From an optimization exercise on the open Yosys and OpenROAD flow, aimed at small area, a short achievable clock period and few clock cycles per item; shortcuts taken in it are not production practice.
No functional check of the RTL was part of any run shown here.
Power figures rest on the tool's default switching activity, not on a simulated workload.

## flow/design.v (module list and top-level ports; edited modules follow where they fit)
// module SequentialMultiplier128Bit: 1937 lines
module SequentialMultiplier128Bit(
    input [127:0] a,
    input [127:0] b,
    input reset_n,
    input clk,
    output [255:0] p,
    output done
    );
  // ...
==> flow/run.sh <==
#!/bin/bash
# synth_recipe.tcl (not shown) runs the flow's synth.tcl, then flattens the netlist and writes it again
# the make line also repeats each setting of config.mk as NAME=value (left out here)
make -C /OpenROAD-flow-scripts/flow DESIGN_CONFIG=/design/flow/config.mk WORK_HOME=/design/flow/orfs CLKGATE_MAP_FILE= SYNTH_SCRIPT=/design/flow/synth_recipe.tcl finish
==> flow/config.mk <==
export PLATFORM = sky130hd
export DESIGN_NAME = SequentialMultiplier128Bit
export DESIGN_NICKNAME = SequentialMultiplier128Bit
export VERILOG_FILES = /design/flow/design.v
export SDC_FILE = /design/flow/constraint.sdc
export NUM_CORES = 4
export LEC_CHECK = 0
export ABC_CLOCK_PERIOD_IN_PS = 2200
export CAP_MARGIN = 20
export CORE_MARGIN = 2
export CORE_UTILIZATION = 55
export SETUP_SLACK_MARGIN = 3.3
export SLEW_MARGIN = 20
==> flow/constraint.sdc <==
create_clock -name core_clock -period 5.5 [get_ports {clk}]
set_input_delay 1.1000 -clock core_clock [delete_from_list [all_inputs] [get_ports {clk}]]
set_output_delay 1.1000 -clock core_clock [all_outputs]
set_load 0.01 [all_outputs]
==> flow_summary.ini, run 1 <==
[worst_setup_path]
cp_common_cell = buf_6
start_kind = register
end_kind = register
worst_path_max_delay_cell = fa_2
cp.buffers_inverters = 4

[cells_and_area]
final_layout_size_suffix_gt1_frac = 0.474
nNetsFinal = 5998
final_util = 0.784
n_all_buffers = 1074
mostFrequentLayoutCell = xnor2_1

[pwr]
pwr-share-comb = 0.604
comb_power_uw = 11100
swShare = 0.408
p_switching_uw = 7540

[timing]
fmax_mhz = 257
maxSlewViolCount = 0
rsz0062_at_grt = yes
max_slew_margin = 0.130
tightest_slew_ps = 1300
min_period_ps = 3890

[grt]
grtUsageMet3 = 0.136
use_met2 = 0.697

[placement]
numPortBuffers = 514
dp_hpwl_um = 123000

[floorplan]
io_pins = 515
fp-row-count = 104

[logic_synthesis]
synthArstFlopShare = 0.0142
syn_inst = 4531

[detailed_routing]
ant_nets = 0

[clock_network]
post_cts_resized = 2778

[status]
status = finished clean
==> inputs of run 2 (changes only) <==
--- a/flow/config.mk
+++ b/flow/config.mk
@@ -5,9 +5,9 @@
 export SDC_FILE = /design/flow/constraint.sdc
 export NUM_CORES = 4
 export LEC_CHECK = 0
-export ABC_CLOCK_PERIOD_IN_PS = 2200
+export ABC_CLOCK_PERIOD_IN_PS = 2700
 export CAP_MARGIN = 20
 export CORE_MARGIN = 2
-export CORE_UTILIZATION = 55
-export SETUP_SLACK_MARGIN = 3.3
+export CORE_UTILIZATION = 40
+export SETUP_SLACK_MARGIN = 2.8
 export SLEW_MARGIN = 20
==> run 2 against run 1 <==
Net effect: still clean; non-clock buffer count is 214 lower; total power down 4.7%; die area up 37%; largest cell class unchanged; clock skew shrank 5.3 ps; routed wire length decreased by 4.1%; via count fell by 6.1%; critical endpoint is now p[254]$_DFF_P_; setup slack better by 88 ps.
==> flow_summary.ini, run 2 <==
[worst_setup_path]
cp_data_required_time_ps = 6050
rr_worst_depth = 16
cp_top_family = compound AO/OA/AOI/OAI gates
crit_arrival_ps = 4350
r2r-start = Sp[0]$_SDFF_PP0_
path_class = register to register
path_cells = fa_2 -> fa_2 -> a21o_1 -> a31o_1 -> and3_4 -> a211oi_4 -> o31ai_4 -> a31o_4 -> buf_6 -> a31oi_4 -> o41ai_4 -> buf_4 -> a21oi_4 -> o21ai_2 -> xnor2_1 -> o21ai_1
start_kind = register
cp_slowest_stage_delay_ps = 390
r2r-end = p[254]$_DFF_P_
rrSetupSlack_ps = 1690
worst_path_max_delay_cell = fa_2
worstPathMaxFanout = 4
cp_common_cell = fa_2
end_kind = register
cp.buffers_inverters = 2

[timing]
tightest_slew_ps = 1190
final.period_utilization = 0.692
final.setup_skew_ps = 54.5
maxSlewViolCount = 0
max_slew_margin = 0.206
min_period_ps = 3810
finalSetupViolCount = 0
fmax_mhz = 263
rsz0062_at_grt = yes
finalSetupTns_ps = 0
hold_viol_final = 0

[grt]
antenna_found_initial = 17
grt_pass1_wl_um = 271000
grt_overflow_total = 0
grt.total_usage = 0.319
grt_pass1_vias = 39700
grt_max_degree = 128

[placement]
numPlacedInstances = 6007
gp_congestion = 0.930
dp_hpwl_um = 126000
numPortBuffers = 514

[floorplan]
initial_core_util = 0.403
core_area_sq_um = 111000
fp-row-count = 122
io_pins = 515
fp.dieH_um = 338
die-area_sq_um = 114000
die_w_um = 338

[logic_synthesis]
synth.most_common_cell = xnor2_1
synth_edf_count = 128
synth.largest_area_cell = fa_1
ys_dominant_reg_cell = dfxtp_1
yosys-top-cells-area = fa_1 23%, dfxtp_1 13%, xnor2_1 12%
ys_types = 84
synth-seq-cells = 424
synth_top_area_share = 0.231
ys_seq_area_frac = 0.220
yosys_warnings = 1
syn_inst = 4531
synth_fp_nets = 5452
syn-cell-area_sq_um = 44600
ys_top_cells_by_count = 606 x xnor2_1, 588 x a22oi_1, 514 x fa_1, 359 x clkbuf_1, 290 x dfxtp_1
synthArstFlopShare = 0.0142
syn_avg_cell_area_sq_um = 9.84

[detailed_routing]
vias_per_cell = 6.05
wire_per_inst_um = 29.3
drt_iter0_drc = 3216
ant_nets = 0
routed_wl_um = 187000
firstDrtPassIters = 6
drc_errors = 0
vias = 38700

[clock_network]
htreeDepth = 2
cts_tree = yes
insertion_delay_ps = 680
cts_inserted_buffers = 51
clockBufferDepth = 3
path_clk_slew_ps = 70
root_buffer = clkbuf_16
hold_buffers = 0
cts.sinks = 424

[hold_path]
hp-class = primary input to async pin

[cells_and_area]
area_growth_pct = 35.5
mostFrequentLayoutCell = xnor2_1
final_layout_size_suffix_gt1_frac = 0.367
nNetsFinal = 5783
mostFrequentLayoutCells = 470 x xnor2_1, 346 x a22oi_1, 329 x fa_2, 242 x a22oi_2, 219 x dlygate4sd2_1
layout.cells.non_filler = 6395
top_register = C
largest_reg_flops = 130

[job]
drv_cap = 0

[pwr]
pwr_density_cell_nw_per_um2 = 291
seqPwrFrac = 0.207
pwr-share-comb = 0.595
p_leak_uw = 0.0227
clkPwrFrac = 0.198
swShare = 0.409
p_int_uw = 10400
p_switching_uw = 7200
vdd_drop_max_uv = 279

[status]
status = finished clean
## run 2: cell counts after synthesis
No cell type changed its count.
## run 2: cell type report
cell class,instances,area (sq um)
inverters,64,245
multi-input cells,3461,37000
fillers,9588,50200
clock inverters,28,312
well taps,1488,1860
clock buffers,63,1350
diodes,7,17.5
repair buffers,860,9630
flip-flops and latches,424,10000
## run 2: how the worst max path moves through the flow
stage	endpoint	startpoint	slack (ps)	cells after the start
2_1_floorplan	p[250]$_DFF_P_	Sp[0]$_SDFF_PP0_	2180	14
3_3_place_gp	p[244]$_DFF_P_	Sp[0]$_SDFF_PP0_	910	14
3_5_place_dp	p[244]$_DFF_P_	Sp[0]$_SDFF_PP0_	860	14
4_1_cts	p[250]$_DFF_P_	cv[1]$_SDFF_PP0_	1540	15
5_1_grt	p[238]$_DFF_P_	Sp[0]$_SDFF_PP0_	1570	16
6_report	p[254]$_DFF_P_	Sp[0]$_SDFF_PP0_	1690	16
## run 2: metrics by stage
stage                     utilization  setup WS (ps)  hold WS (ps)  instance area, sq um  power, uW
after floorplan                     -           2180           468                 48300      10100
after global placement          0.465            913           493                 51400      12800
after detailed placement        0.465            860           501                 51400      12900
after CTS                       0.529           1540           280                 58600      17400
after global routing            0.546           1570           303                 60400      18800
final                           0.546           1690           323                 60500      17600
## run 2: what timing repair did
action	CTS	global route
pin swaps	475	253
cloned	31	3
setup endpoints to repair	625	279
resized for setup	1405	315
setup buffers	185	71
## run 2: power by group through the flow
stage	logic [uW]	clock network [uW]	registers, uW
floorplan	6540	0	3610
global placement	8920	0	3860
detailed placement	9050	0	3860
CTS	10200	3520	3650
global route	11500	3630	3660
finish	10500	3480	3640
## run 2: worst reg2reg max path, delay by kind of cell, from the launching register on
| family | cells | cell delay, ps |
|---|---|---|
| DFF | 1 | 320 |
| xor gates and xnor gates | 1 | 190 |
| and+or+nand+nor | 1 | 190 |
| buffers and inverters | 2 | 330 |
| adders and majority gates | 2 | 740 |
| AOI/OAI and AO/OA | 10 | 1910 |
## run 2: kinds of logic after synthesis
logic type	synth area share
xor+xnor	0.128
fa+ha+maj	0.272
mux	0.0405
flops	0.220
compound gates	0.193
buf+inv	0.0657
simple gates	0.0797
## run 2: routing by layer
metal	global-route usage	wire length, um	vias up
li1	-	-	16500
met4	0.123	7850	22
met5	0.000426	129	-
met2	0.534	90300	1752
met1	0.404	74000	20000
met3	0.0649	15100	418

[separate check: timing with driven ports]
The flow's constraints put no driver on any port. The routed layouts listed below were extracted and timed again, unchanged, in two steps. Step 1 sets driving cells, clkbuf_16 on the clock port and buf_2 on the other inputs (assumed; they add their load-dependent delay and slew). Step 2 times the ports against the registers' clock, not the clock port: input delays grow and output delays shrink by t, the midpoint of the rising clock arrivals with the driver on. Three values: ideal ports, drivers, drivers and shift; two values: the first two.
run	t (ns)	setup slack, ns	hold WS [ns]	worst setup path at the end	cell pins on the clock port's net
run 1	0.711	1.607 / 1.607 / 1.607	0.509 / 0.509 / 0.509	register to register	1
run 2	0.737	1.695 / 1.695 / 1.695	0.323 / 0.278 / 0.506	register to register	1
After both steps setup and hold are still met in every run listed.
